This is an optimization exercise on Yosys and OpenROAD, whose aim is small area, not a production implementation.
Where RTL was checked, it was by simulation tests only, not by an equivalence proof against the original.
The clock input has no modelled driver; a real chip could not lean on it and would need a root buffer or a full tree.
Power and IR drop assume default switching activity.

01-11:
Design contador_ms, start of the top module:
module contador_ms (
    input logic clk, rst, pulse_in,
    input logic read_time,
    output logic ready, done_tick,
    output logic [19:0] count,
    output logic [5:0] time_ms,
    output logic [5:0] last_time_ms
);
For scale: roughly 38 I/O pins.
==> flow/config.mk <==
export PLATFORM = sky130hd
export DESIGN_NAME = contador_ms
export DESIGN_NICKNAME = contador_ms
export VERILOG_FILES = /design/flow/design.v
export SDC_FILE = /design/flow/constraint.sdc
export NUM_CORES = 4
export LEC_CHECK = 0
export CAP_MARGIN = 20
export CORE_MARGIN = 2
export CORE_UTILIZATION = 40
export SLEW_MARGIN = 20
==> flow/constraint.sdc <==
create_clock -name core_clock -period 25.0 [get_ports {clk}]
set_input_delay 5.0000 -clock core_clock [delete_from_list [all_inputs] [get_ports {clk}]]
set_output_delay 5.0000 -clock core_clock [all_outputs]
set_load 0.01 [all_outputs]
standard.sh (not shown) runs the stock make flow with config.mk's settings and CLKGATE_MAP_FILE= SYNTH_SCRIPT=/design/flow/synth_recipe.tcl, a recipe that flattens the netlist after the stock synthesis.
==> flow/flow/run.sh <==
#!/bin/bash
# The standard ORFS layout (the standard.sh) with these changes:
# - synthesis maps the logic with an area-oriented ABC script (flow/abc_area.script);
#   everything else in synthesis is the standard script (see flow/my_synth.tcl);
# - port buffers are the smallest buffer, buf_1;
# - the clock tree is a flat tree of a few buffers fed by the clock port
#   (flow/pre_cts.tcl, flow/manual_cts.tcl).
# Each make step's log is in orfs/logs/; make's own output goes to flow_make.log.
set -euo pipefail
here=$(pwd)
export MY_FLOW_DIR=$here/flow
export MY_ABC_SCRIPT=$here/flow/abc_area.script
export BUFFER_PORTS_ARGS="-buffer_cell sky130_fd_sc_hd__buf_1"
export PRE_CTS_TCL=$here/flow/pre_cts.tcl
sed "s#SYNTH_SCRIPT=[^ ]*#SYNTH_SCRIPT=$here/flow/my_synth.tcl#" standard.sh > my_standard.sh
bash my_standard.sh finish > flow_make.log 2>&1
Other scripts of this flow, unchanged in this note and not shown: flow/flow/abc_area.script, flow/flow/manual_cts.tcl, flow/flow/my_synth.tcl, flow/flow/pre_cts.tcl
--- input diff 01-11..06-28 ---
Settings: PLACE_DENSITY: unset -> 0.75.
--- a/flow/flow/run.sh
+++ b/flow/flow/run.sh
@@ -3,4 +3,6 @@
 # - synthesis maps the logic with an area-oriented ABC script (flow/abc_area.script);
 #   everything else in synthesis is the standard script (see flow/my_synth.tcl);
+# - after floorplan, muxes that share a select become a22o cells and 1x inverters
+#   become inv_2 (flow/swap_mux.tcl);
 # - port buffers are the smallest buffer, buf_1;
 # - the clock tree is a flat tree of a few buffers fed by the clock port
@@ -11,4 +13,5 @@
 export MY_FLOW_DIR=$here/flow
 export MY_ABC_SCRIPT=$here/flow/abc_area.script
+export POST_FLOORPLAN_TCL=$here/flow/post_floorplan.tcl
 export BUFFER_PORTS_ARGS="-buffer_cell sky130_fd_sc_hd__buf_1"
 export PRE_CTS_TCL=$here/flow/pre_cts.tcl
==> flow/flow/post_floorplan.tcl (new file) <==
# Sourced by ORFS's floorplan.tcl (POST_FLOORPLAN_TCL), before tap cells and
# the power grid: mux2_1 groups sharing a select become a22o_1 + one inverter,
# and 1x inverters become inv_2 (same area, twice the drive).
source $::env(MY_FLOW_DIR)/swap_mux.tcl
swap_mux_to_a22o
inverters_to_inv2
==> flow/flow/swap_mux.tcl (new file) <==
# Replace each group of mux2_1 cells that share a select net by a22o_1 cells
# plus one inverter for the group: X = S&A1 | ~S&A0. Same function, less area
# once two or more muxes share the select.
proc swap_mux_to_a22o {} {
  set block [ord::get_db_block]
  set db [ord::get_db]
  set a22o [$db findMaster sky130_fd_sc_hd__a22o_1]
  set invm [$db findMaster sky130_fd_sc_hd__inv_1]
  set groups [dict create]
  foreach inst [$block getInsts] {
    if {[[$inst getMaster] getName] eq "sky130_fd_sc_hd__mux2_1"} {
      dict lappend groups [[[$inst findITerm S] getNet] getName] $inst
    }
  }
  set k 0
  dict for {sname insts} $groups {
    if {[llength $insts] < 2} { continue }
    set snet [$block findNet $sname]
    set inv [odb::dbInst_create $block $invm "muxsel_inv_$k"]
    set snn [odb::dbNet_create $block "muxsel_n_$k"]
    [$inv findITerm A] connect $snet
    [$inv findITerm Y] connect $snn
    foreach m $insts {
      set a0 [[$m findITerm A0] getNet]
      set a1 [[$m findITerm A1] getNet]
      set x [[$m findITerm X] getNet]
      set name [$m getName]
      odb::dbInst_destroy $m
      set n [odb::dbInst_create $block $a22o $name]
      [$n findITerm A1] connect $snet
      [$n findITerm A2] connect $a1
      [$n findITerm B1] connect $snn
      [$n findITerm B2] connect $a0
      [$n findITerm X] connect $x
    }
    puts "swap_mux_to_a22o: [llength $insts] muxes on select $sname"
    incr k
  }
}

# inv_2 has the area of inv_1 and clkinv_1 but twice the drive: use it for
# every such inverter, so that repair_design need not buffer their loads.
proc inverters_to_inv2 {} {
  set block [ord::get_db_block]
  set inv2 [[ord::get_db] findMaster sky130_fd_sc_hd__inv_2]
  set n 0
  foreach inst [$block getInsts] {
    set m [[$inst getMaster] getName]
    if {$m eq "sky130_fd_sc_hd__inv_1" || $m eq "sky130_fd_sc_hd__clkinv_1"} {
      $inst swapMaster $inv2
      incr n
    }
  }
  puts "inverters_to_inv2: $n inverters"
}
Findings:
06-28 went all the way through the flow, and no timing, DRC or antenna check failed. 01-11 → 06-28: share of power burned in combinational logic shows an increase of 0.3 points; hold slack shows a reduction of 0.0044 ns; setup clock skew after layout shows a reduction of 0.025 ns; fraction of power spent switching nets shows no meaningful change. On overall fraction of global-route tracks in use: between 06-28 and 01-11, it ends up higher for 01-11. In the reports for 06-28 and 01-11, the larger share of the final layout cell area in multi-input gates belongs to 01-11. Sequential share of layout area delta for 06-28 relative to 01-11: 0.77 points higher. Lower final standard cell count with taps included and fillers excluded was reported by 01-11, not 06-28. Comparing 01-11 against 06-28, there is no change at all in area inside the core boundary. Summary of 06-28 over 01-11: wire length now sits higher; number of vias after detailed routing now sits higher.
No run of this note takes its clock network from TritonCTS; it comes from the design's own scripts or RTL.


Starting RTL as in the previous note.
// contador_ms
module contador_ms (
    input logic clk, rst, pulse_in,
    input logic read_time,
    output logic ready, done_tick,
    output logic [19:0] count,
    output logic [5:0] time_ms,
    output logic [5:0] last_time_ms
);
Settings: LEC_CHECK=0, CAP_MARGIN=20, CORE_MARGIN=2, CORE_UTILIZATION=40, SLEW_MARGIN=20; clock period 25.0 ns.
==> flow/flow/run.sh <==
#!/bin/bash
# The standard ORFS layout (the standard.sh) with three changes:
# - synthesis maps the logic with an area-oriented ABC script (flow/abc_area.script);
#   everything else in synthesis is the standard script (see flow/my_synth.tcl);
# - port buffers are the smallest buffer, buf_1;
# - clock tree synthesis settings below.
set -euo pipefail
here=$(pwd)
export MY_ABC_SCRIPT=$here/flow/abc_area.script
export BUFFER_PORTS_ARGS="-buffer_cell sky130_fd_sc_hd__buf_1"
export CTS_ARGS="-sink_clustering_enable -repair_clock_nets -dont_use_dummy_load"
sed "s#SYNTH_SCRIPT=[^ ]*#SYNTH_SCRIPT=$here/flow/my_synth.tcl#" standard.sh > my_standard.sh
bash my_standard.sh finish > flow_make.log 2>&1
==> flow/flow/abc_area.script <==
strash
&get -n
&deepsyn -T 20
&put
&get -n
&nf -a -R 1000
&put
dnsize -c
==> flow/flow/my_synth.tcl <==
proc synth {args} { yosys synth -nofsm -noshare {*}$args }
# Map with our own ABC script (area oriented); everything else is the standard synthesis.
proc abc {args} {
  set i [lsearch -exact $args -script]
  if {$i >= 0} { lset args [expr {$i + 1}] $::env(MY_ABC_SCRIPT) }
  yosys abc {*}$args
}
source $::env(SCRIPTS_DIR)/synth.tcl
# left out here: clear keep_hierarchy, flatten, clean up, hide names made inside functions, write 1_2_yosys.v
Next try:
--- a/flow/flow/run.sh
+++ b/flow/flow/run.sh
@@ -11 +11 @@
-export CTS_ARGS="-sink_clustering_enable -repair_clock_nets -dont_use_dummy_load"
+export CTS_ARGS="-sink_clustering_enable -repair_clock_nets -dont_use_dummy_load -sink_clustering_size 64 -sink_clustering_max_diameter 300 -buf_list sky130_fd_sc_hd__clkbuf_8"
Outcome:
- The changed run finished with timing, DRC and antenna clean
- global-route usage is unchanged
- worst setup slack is unchanged
- via count stays the same


Another version of the RTL of contador_ms (not shown whole).
Size: about 210 cells after synthesis, about 56 flip-flops, about 38 I/O pins, roughly 2300 um^2 of cells after synthesis.
==> flow/config.mk <==
export PLATFORM = sky130hd
export DESIGN_NAME = contador_ms
export DESIGN_NICKNAME = contador_ms
export VERILOG_FILES = /design/flow/design.v
export SDC_FILE = /design/flow/constraint.sdc
export NUM_CORES = 4
export LEC_CHECK = 0
export CAP_MARGIN = 20
export CORE_MARGIN = 2
export CORE_UTILIZATION = 40
export SLEW_MARGIN = 20
==> flow/constraint.sdc <==
create_clock -name core_clock -period 25.0 [get_ports {clk}]
set_input_delay 5.0000 -clock core_clock [delete_from_list [all_inputs] [get_ports {clk}]]
set_output_delay 5.0000 -clock core_clock [all_outputs]
set_load 0.01 [all_outputs]
==> flow/flow/run.sh <==
#!/bin/bash
# Standard ORFS layout with two changes: port buffers use the smallest
# buffer (buf_1) instead of the default pick, and CTS uses no dummy loads.
set -euo pipefail
export BUFFER_PORTS_ARGS="-buffer_cell sky130_fd_sc_hd__buf_1"
export CTS_ARGS="-sink_clustering_enable -repair_clock_nets -dont_use_dummy_load"
bash standard.sh finish > standard_flow.log 2>&1
The first run finished clean.
==> next run, changes <==
==> flow/run.sh (new file) <==
#!/bin/bash
# synth_recipe.tcl (not shown) runs the flow's synth.tcl, then flattens the netlist and writes it again
# the make line also repeats each setting of config.mk as NAME=value (left out here)
make -C /OpenROAD-flow-scripts/flow DESIGN_CONFIG=/design/flow/config.mk WORK_HOME=/design/flow/orfs CLKGATE_MAP_FILE= SYNTH_SCRIPT=/design/flow/synth_recipe.tcl finish
removed: flow/flow/run.sh
removed: flow/standard.sh
Outcome: The changed run ran to the end with no violations; die area is unchanged; total power went up by a few percent; core utilization rises by 4.6 points.
Function was not checked in any run of this note: the RTL went through the layout flow alone.

==> afterwards: timing with drivers on the ports <==
No port has a modelled driver above. Below, the same layouts with a new extraction and two added sets of constraints. Step 1: set_driving_cell puts a clkbuf_16 on clk and a buf_2 on each other input, an assumption about the parent block. Step 2 moves the port delays by t, midway between the first and last clock arrival at a register: inputs arrive t later, outputs are due t later. That takes back most of the time a late clock gives input paths. a / b / c = ideal ports / drivers / drivers and shift; a / b = the first two.
| run | shift t [ns] | setup WS [ns] | hold slack, ns | worst setup path at the end | latest minus earliest clock arrival (ns) |
|---|---|---|---|---|---|
| 01-11 | 0.207 | 17.094 / 17.106 / 16.899 | 0.393 / 0.393 / 0.393 | input to register | 0.031 / 0.030 |
| 06-28 | 0.201 | 17.161 / 17.189 / 16.988 | 0.389 / 0.389 / 0.389 | input to register | 0.004 / 0.005 |
| the first run of note 2 | 0.314 | 17.154 / 17.158 / 16.844 | 0.385 / 0.385 / 0.385 | input to register | 0.008 / 0.009 |
| the second run of note 2 | 0.314 | 17.154 / 17.158 / 16.844 | 0.385 / 0.385 / 0.385 | input to register | 0.008 / 0.009 |
| the first run of note 3 | 0.327 | 18.411 / 18.418 / 18.091 | 0.495 / 0.495 / 0.495 | input to register | 0.022 / 0.021 |
| the second run of note 3 | 0.330 | 18.002 / 17.975 / 17.733 | 0.499 / 0.499 / 0.499 | input to register | 0.006 / 0.006 |
After both steps every run listed still meets setup and hold. The setup slack of the first run of note 3, which loses most, moves by +0.007 ns with the drivers and by -0.320 ns with both steps.
